This design comes from an exercise in tuning for small area on the open sky130 flow, not from production work.
Only simulation tests tie the RTL to the original design; equivalence was not proved.
Power figures rest on the tool's default switching activity, not on a simulated workload.

## v27
==> flow/design.v (excerpt) <==
module ALU_sync (
  input  wire        clk,
  input  wire [15:0] A, B,
  input  wire [3:0]  ALU_FUN,
  output reg  [15:0] ALU_OUT,
  output reg         Carry_flag,
  output reg         Arith_flag,
  output reg         Logic_flag,
  output reg         CMP_flag,
  output reg         Shift_flag
);
clock: 35.0 ns
lec_check: 0
abc_area: 1
cap_margin: 20
core_margin: 2
core_utilization: 40
setup_slack_margin: -0.8
slew_margin: 20
standard.sh (not shown) runs the stock make flow with config.mk's settings and CLKGATE_MAP_FILE= SYNTH_SCRIPT=/design/flow/synth_recipe.tcl, a recipe that flattens the netlist after the stock synthesis.
==> flow/flow/run.sh <==
#!/bin/bash
# The standard layout with two changes:
# - ABC's area script maps twice, each time with structural choices (flow/abc_area.script);
# - the port buffers are the platform's smallest plain buffer.
# ORFS reads its scripts from a copy in this folder that differs from the
# installed one only in abc_area.script.
set -euo pipefail
here=$(pwd)
rm -rf "$here/orfs_scripts"
cp -r "$FLOW_HOME/scripts" "$here/orfs_scripts"
cp "$here/flow/abc_area.script" "$here/orfs_scripts/abc_area.script"
export BUFFER_PORTS_ARGS="-buffer_cell sky130_fd_sc_hd__buf_1"
bash standard.sh "SCRIPTS_DIR=$here/orfs_scripts" \
  "BUFFER_PORTS_ARGS=-buffer_cell sky130_fd_sc_hd__buf_1" finish > standard.log 2>&1
==> flow/flow/abc_area.script <==
strash
dch
map -B 0.9
strash
dch
map -B 0.9
topo
stime -c
buffer -c
upsize -c
dnsize -c
#### Input delta (v42 over v27)
--- a/flow/flow/run.sh
+++ b/flow/flow/run.sh
@@ -2,3 +2,3 @@
 # The standard layout with two changes:
-# - ABC's area script maps twice, each time with structural choices (flow/abc_area.script);
+# - ABC's area script maps for area only (flow/abc_area.script);
 # - the port buffers are the platform's smallest plain buffer.
==> flow/flow/abc_area.script <==
strash
dch
map -a
topo
stime -c
buffer -c
upsize -c
dnsize -c
--- a/flow/config.mk
+++ b/flow/config.mk
@@ -11,3 +11,3 @@
 export CORE_UTILIZATION = 40
-export SETUP_SLACK_MARGIN = -0.8
+export SETUP_SLACK_MARGIN = -1.1
 export SLEW_MARGIN = 20
Findings:
Re synthesized area per cell: v42 is 12% up on v27.
Row area share of buffers outside the clock network: v42 higher / v27 lower
The final clock period utilization by the worst path reported for v42 is greater than that of v27 by 1.2 points.
Layout-stage area growth over the synthesis result, v42 and v27, lower one = v42.
Summary of v42 over v27: critical path depth lost about 0.6%; data arrival time of the critical path picked up an extra 420 ps.
Via count in v42 is 5.1% below v27.
The layout inverter count without the clock tree of v42 falls short of that of v27 by about 24%.
The following lists how v10 was set up differently from v42:
--- a/flow/flow/run.sh
+++ b/flow/flow/run.sh
@@ -2,3 +2,3 @@
 # The standard layout with two changes:
-# - ABC's area script maps for area only (flow/abc_area.script);
+# - ABC's area script maps for area only, twice (flow/abc_area.script);
 # - the port buffers are the platform's smallest plain buffer.
--- a/flow/flow/abc_area.script
+++ b/flow/flow/abc_area.script
@@ -1 +1,4 @@
+strash
+dch
+map -a
 strash
--- a/flow/config.mk
+++ b/flow/config.mk
@@ -11,3 +11,3 @@
 export CORE_UTILIZATION = 40
-export SETUP_SLACK_MARGIN = -1.1
+export SETUP_SLACK_MARGIN = -0.8
 export SLEW_MARGIN = 20
Notes after the runs:
Lower wire length of the first global-routing pass was reported by v10, not v42.
Looking at v10 and v42, the share of cell area taken by flip-flops and latches is a wash.
v10 vs v42 on part of the power in combinational logic: v10 is the lower one.
v10 vs v42, worst setup path startpoint: B[0] vs A[15]
[v10 vs v42] number of antenna violations at the first check in global routing: lower in v10
Fmax across v10 and v42: no real change.
Relative to v42, overall power after layout has decreased by 1.6% in v10.
Diff v42 -> v10: number of stages on the worst setup path rose by 4, standard cell area after detailed placement fell by about 1.6%, area of the core fell by about 3.7%.
Final instance area up 0.46% in v10 wrt v42
Edits applied to the flow inputs when going from v10 to v17:
--- a/flow/flow/run.sh
+++ b/flow/flow/run.sh
@@ -2,3 +2,3 @@
 # The standard layout with two changes:
-# - ABC's area script maps for area only, twice (flow/abc_area.script);
+# - ABC's area script maps for area only and sizes without buffering (flow/abc_area.script);
 # - the port buffers are the platform's smallest plain buffer.
==> flow/flow/abc_area.script <==
strash
dch
map -a
topo
stime -c
upsize -c
dnsize -c
Results
Changes observed in v17 relative to v10: first-pass GRT wire length went up, final setup slack of the worst path rose by 150 ps.
Compared to v10, v17 has fraction of area in non-clock buffers 1.4 points lower.
The shortest clock period the worst path allows after layout of v17 is lower than that of v10.
[v17] highest fanout seen on the critical path rose 5 relative to v10
The via count reported for v17 is higher than the one for v10.
Combinational family with the most area after synthesis = adder cells: v10; combinational family with the most area after synthesis = compound AO/OA/AOI/OAI gates: v17
In v17, transition time of the tightest slew-check pin is higher than in v10.
Edits applied to the flow inputs when going from v17 to v14:
==> flow/flow/run.sh <==
#!/bin/bash
# The standard layout, with the input and output port buffers made from
# the platform's smallest plain buffer instead of the resizer's default pick.
set -euo pipefail
export BUFFER_PORTS_ARGS="-buffer_cell sky130_fd_sc_hd__buf_1"
bash standard.sh "BUFFER_PORTS_ARGS=-buffer_cell sky130_fd_sc_hd__buf_1" finish > standard.log 2>&1
removed: flow/flow/abc_area.script
Notes after the runs:
- Between v14 and v17, the highest attainable clock frequency is higher for v14.
- In v14, maximum fanout count along the critical path is lower than in v17.
- As far as flip-flop and latch count goes, v14 and v17 are indistinguishable; the numbers are identical.


## job 101
ALU_sync, a different RTL version from the one above (not shown whole).
Size in the first run: roughly 1600 cells after synthesis, roughly 21 flip-flops, about 58 I/O pins, roughly 10000 µm² of cells after synthesis.
clock: 35.0 ns
lec_check: 0
abc_area: 1
cap_margin: 20
core_margin: 2
core_utilization: 40
setup_slack_margin: -1.1
slew_margin: 20
==> flow/flow/run.sh <==
#!/bin/bash
# The standard layout, with the input and output port buffers made from
# the platform's smallest plain buffer instead of the resizer's default pick.
set -euo pipefail
export BUFFER_PORTS_ARGS="-buffer_cell sky130_fd_sc_hd__buf_1"
bash standard.sh "BUFFER_PORTS_ARGS=-buffer_cell sky130_fd_sc_hd__buf_1" finish > standard.log 2>&1
### job 101 -> job 102
Settings: setting CTS_BUF_LIST to sky130_fd_sc_hd__clkbuf_8 for the first time; setting PLACE_DENSITY to 0.45 for the first time; removing SETUP_SLACK_MARGIN (formerly -1.1).
Notes after the runs:
Critical path depth in cells for job 102: about 0.56% up relative to job 101
From job 101 to job 102 the numbers moved as follows: vias after detailed routing rose 179; fraction of power consumed by the clock network fell 2.3 points; count of hold-fix buffers inserted at cts about even.
Setup changes, job 102 to job 103
Settings: swapping 0.45 for 0.75 in PLACE_DENSITY.
## What came out
Between job 102 and job 103, the sequential share of layout area figures differ only marginally. Compared with job 102, wire length in job 103 decreased by more than 10%. Register share of total power for job 103 is higher than for job 102. Cmp job 103 and job 102 / number of vias per cell after detailed routing / lower: job 102. Design area improves in job 103 relative to job 102. Worst setup slack: job 103 vs job 102 down 0.46 ns. Compared with job 102, first-pass GRT wire length in job 103 decreased by more than 10%. Job 103: global-route track usage on met3 higher than job 102. Diff job 102 -> job 103: proportion of power drawn by combinational gates went down; post-synthesis sequential element count did not really move. Job 103: full flow OK, the timing, design-rule and antenna checks passed.

[what the ideal ports hide]
The flow's constraints put no driver on any port. The routed layouts listed below were extracted and timed again, unchanged, in two steps. Step 1 sets driving cells, clkbuf_16 on the clock port and buf_2 on the other inputs (assumed; they add their load-dependent delay and slew). Step 2 adds t to the input delays and takes it off the output delays; t is the mean of the earliest and latest rising clock arrival at the registers after step 1. Input paths then give back, and output paths get back, about the clock's delay inside the block. a / b / c = ideal ports / drivers / drivers and shift; a / b = the first two.
run | shift t [ns] | setup slack, ns | worst setup path at the end | latest minus earliest clock arrival (ns)
v27 | 0.317 | 1.620 / 1.641 / 1.324 | input to register | 0.010 / 0.010
v42 | 0.295 | 1.185 / 1.197 / 0.901 | input to register | 0.013 / 0.013
v10 | 0.307 | 1.170 / 1.183 / 0.875 | input to register | 0.011 / 0.011
v17 | 0.314 | 1.317 / 1.326 / 1.012 | input to register | 0.016 / 0.017
v14 | 0.312 | 1.953 / 1.966 / 1.653 | input to register | 0.003 / 0.003
job 101 | 0.305 | 1.268 / 1.278 / 0.973 | input to register | 0.016 / 0.015
job 102 | 0.327 | 2.238 / 2.248 / 1.921 | input to register | 0.021 / 0.021
job 103 | 0.316 | 1.778 / 1.787 / 1.471 | input to register | 0.023 / 0.023
After both steps setup and hold are still met in every run listed. For job 102, which loses most, drivers alone change the setup slack by +0.010 ns; drivers and shift together by -0.317 ns.
